Source: an optimization exercise on an open RTL-to-GDS flow (aim: small area and a short achievable clock period). Production flows keep margins and buffers that such runs may drop.
Only simulation tests tie the RTL to the original design; equivalence was not proved.

Design Correlation_32, start of the top module:
module Correlation_32(
    input [31:0] Num_1,
    input [31:0] Num_2,
    input [31:0] Num_3,
    input [31:0] Num_4,
    input [31:0] Num_5,
    input [31:0] Num_6,
    input [31:0] Num_7,
    input [31:0] Num_8,
    input [31:0] Num_9,
    input [31:0] Num_10,
    input [31:0] Num_11,
    input [31:0] Num_12,
    input [31:0] Num_13,
    input [31:0] Num_14,
    input [31:0] Num_15,
    input [31:0] Num_16,
    input [31:0] Target_Num,
    input Clock,
    input Reset,
    output reg [3:0] Out_4
    );
Size in the first run: ~1500 cells after synthesis, about 550 I/O pins, about 0.017 mm^2 of cells after synthesis.
clock: 50.0 ns
lec_check: 0
cap_margin: 20
core_margin: 2
core_utilization: 60
slew_margin: 20
synth_hierarchical: 1
synth_minimum_keep_size: 0
standard.sh (not shown) runs the stock make flow with config.mk's settings and CLKGATE_MAP_FILE= SYNTH_SCRIPT=/design/flow/synth_recipe.tcl, a recipe that flattens the netlist after the stock synthesis.
==> flow/flow/run.sh <==
#!/bin/bash
# Standard ORFS layout (the standard.sh), with the port buffers made from the
# smallest buffer cell, every combinational cell of the synthesized netlist set to its
# smallest drive strength, and timing repair aiming for 32.5 ns of setup slack.
set -euo pipefail
export BUFFER_PORTS_ARGS="-buffer_cell sky130_fd_sc_hd__buf_1"
export SETUP_SLACK_MARGIN=32.5
export POST_SYNTH_TCL="$PWD/flow/downsize.tcl"
bash standard.sh > standard.log 2>&1
==> flow/flow/downsize.tcl <==
# After synthesis: give every combinational cell the smallest drive strength of its
# kind (same function, smaller area); timing repair later sizes up what it needs.
set db [ord::get_db]
set n 0
foreach inst [[ord::get_db_block] getInsts] {
  set m [$inst getMaster]
  set name [$m getName]
  if {![regexp {^(sky130_fd_sc_hd__[a-z0-9]+)_([0-9]+)$} $name -> base size]} { continue }
  if {[regexp {df|dl|fa$|ha$|conb|tap|clkbuf|clkinv|clkdly|dly} $base]} { continue }
  set best ""
  set best_area 1e30
  foreach s {0 1 2} {
    set cand [$db findMaster ${base}_$s]
    if {$cand eq "NULL" || $cand eq ""} { continue }
    set a [expr {[$cand getWidth] * [$cand getHeight]}]
    if {$a < $best_area} { set best $cand; set best_area $a }
  }
  if {$best ne "" && [$best getName] ne $name && $best_area < [$m getWidth] * [$m getHeight]} {
    $inst swapMaster $best
    incr n
  }
}
puts "downsize.tcl: $n cells given a smaller drive strength"
The baseline completed without violations.
Edit:
==> flow/flow/run.sh (replaced) <==
#!/bin/bash
# Standard ORFS layout (the standard.sh), with the port buffers made from the
# smallest buffer cell, and timing repair aiming for 32.5 ns of setup slack.
set -euo pipefail
export BUFFER_PORTS_ARGS="-buffer_cell sky130_fd_sc_hd__buf_1"
export SETUP_SLACK_MARGIN=32.5
bash standard.sh > standard.log 2>&1
- CORE_UTILIZATION: 60 -> 65
- CTS_BUF_LIST: default -> sky130_fd_sc_hd__clkbuf_2
removed: flow/flow/downsize.tcl
Result:
- global-route usage grows by 1.7 points
- wire length shrinks by about 5%
- utilization hardly moves
- die area shrinks by 5.8%
- sequential share of layout area barely changes
- synthesized area grows by about 2%
- setup slack gains 0.042 ns
Edit:
- CORE_ASPECT_RATIO: default -> 0.3
- CORE_UTILIZATION: 65 -> 75
Setup slack got worse by 0.16 ns; area after synthesis does not change; core utilization rises by 14 points; via count is higher by 13%; maximum frequency fell by 0.91%.
Edit:
- CORE_ASPECT_RATIO: 0.3 -> default
- CORE_UTILIZATION: 75 -> 60
Result: The new run passed the timing, design-rule and antenna checks; core utilization went down by 19 points; via count is lower by about 12%.
Edit:
- CORE_UTILIZATION: 60 -> 40
- CTS_BUF_LIST: sky130_fd_sc_hd__clkbuf_2 -> default
What happened: The changed run passed the timing, design-rule and antenna checks. Global-route usage came out lower by 11 points. Count of clock-buffer cells in the layout stays the same. Routed wire length came out higher by a little under a tenth. Synthesized area is unchanged. Critical path depth does not change.


Starting RTL as in the previous note.
clock: 50.0 ns
lec_check: 0
cap_margin: 20
core_margin: 2
core_utilization: 80
slew_margin: 20
synth_hierarchical: 1
synth_minimum_keep_size: 0
==> flow/flow/run.sh <==
#!/bin/bash
# Standard ORFS layout (the standard.sh), with the port buffers made from the
# smallest buffer cell, and timing repair aiming for 32.5 ns of setup slack.
set -euo pipefail
export BUFFER_PORTS_ARGS="-buffer_cell sky130_fd_sc_hd__buf_1"
export SETUP_SLACK_MARGIN=32.5
bash standard.sh > standard.log 2>&1
The starting point aborted during I/O pin placement, error PPL-0024.
Next try:
--- a/flow/flow/run.sh
+++ b/flow/flow/run.sh
@@ -6,0 +7 @@
+export RECOVER_POWER=100
CORE_UTILIZATION = 60   (was 80)
Now the flow produced a layout that fails on capacitance limit, slew limit.
Synthesized cell count is unchanged.
Synthesized area does not change.


Starting RTL as in the previous note.
==> flow/design.v (excerpt) <==
module Correlation_32(
    input [31:0] Num_1,
    input [31:0] Num_2,
    input [31:0] Num_3,
    input [31:0] Num_4,
    input [31:0] Num_5,
    input [31:0] Num_6,
    input [31:0] Num_7,
    input [31:0] Num_8,
    input [31:0] Num_9,
    input [31:0] Num_10,
    input [31:0] Num_11,
    input [31:0] Num_12,
    input [31:0] Num_13,
    input [31:0] Num_14,
    input [31:0] Num_15,
    input [31:0] Num_16,
    input [31:0] Target_Num,
    input Clock,
    input Reset,
    output reg [3:0] Out_4
    );
==> flow/config.mk <==
export PLATFORM = sky130hd
export DESIGN_NAME = Correlation_32
export DESIGN_NICKNAME = Correlation_32
export VERILOG_FILES = /design/flow/design.v
export SDC_FILE = /design/flow/constraint.sdc
export NUM_CORES = 4
export LEC_CHECK = 0
export CAP_MARGIN = 20
export CORE_MARGIN = 2
export CORE_UTILIZATION = 60
export CTS_BUF_LIST = sky130_fd_sc_hd__clkbuf_2
export SLEW_MARGIN = 20
export SYNTH_HIERARCHICAL = 1
export SYNTH_MINIMUM_KEEP_SIZE = 0
==> flow/constraint.sdc <==
create_clock -name core_clock -period 50.0 [get_ports {Clock}]
set_input_delay 10.0000 -clock core_clock [delete_from_list [all_inputs] [get_ports {Clock}]]
set_output_delay 10.0000 -clock core_clock [all_outputs]
set_load 0.01 [all_outputs]
==> flow/flow/run.sh <==
#!/bin/bash
# Standard ORFS layout (the standard.sh), with the port buffers made from the
# smallest buffer cell, and timing repair aiming for 32.7 ns of setup slack.
set -euo pipefail
export BUFFER_PORTS_ARGS="-buffer_cell sky130_fd_sc_hd__buf_1"
export SETUP_SLACK_MARGIN=32.7
bash standard.sh > standard.log 2>&1
The starting point completed with no timing, DRC or antenna violations.
Edit:
==> flow/flow/run.sh (replaced) <==
#!/bin/bash
# Standard ORFS layout (the standard.sh), with the port buffers made from the
# smallest buffer cell, and timing repair aiming for 32.5 ns of setup slack.
set -euo pipefail
export BUFFER_PORTS_ARGS="-buffer_cell sky130_fd_sc_hd__buf_1"
export SETUP_SLACK_MARGIN=32.5
bash standard.sh > standard.log 2>&1
PLACE_DENSITY = 0.85   (was unset)
Routed wire length goes up by 2.8%.
Die area is unchanged.
Synthesized area does not change.
Setup slack gets worse by 160 ps.
Count of clock-buffer cells in the layout does not change.
Flip-flop and latch count does not change.
Non-clock buffer count goes down by 10.

[port drivers added, routing unchanged]
No port has a modelled driver above. Below, the same layouts with a new extraction and two added sets of constraints.
Step 1, drivers: a clkbuf_16 drives Clock and a buf_2 each remaining input, both assumed.
Step 2 also shifts input and output timing later by t, the mid clock arrival at the registers, as if the neighbouring blocks saw the same clock.
Slacks: ideal ports / drivers / drivers and shift; pairs: ideal ports / drivers.
run	shift t [ns]	setup slack, ns	worst register clock-pin slew, ns
the first run of note 1	0.250	32.622 / 32.585 / 32.335	0.03 / 0.03
the second run of note 1	0.232	32.665 / 32.663 / 32.431	0.05 / 0.05
the third run of note 1	0.230	32.505 / 32.471 / 32.240	0.06 / 0.06
the fourth run of note 1	0.241	32.665 / 32.666 / 32.425	0.05 / 0.05
the fifth run of note 1	0.264	32.673 / 32.667 / 32.403	0.03 / 0.03
the second run of note 2	0.263	31.650 / 31.641 / 31.378	0.03 / 0.03
the first run of note 3	0.240	32.782 / 32.756 / 32.515	0.05 / 0.05
the second run of note 3	0.228	32.622 / 32.600 / 32.372	0.04 / 0.04
The setup slack of the first run of note 1, which loses most, moves by -0.037 ns with the drivers and by -0.287 ns with both steps.
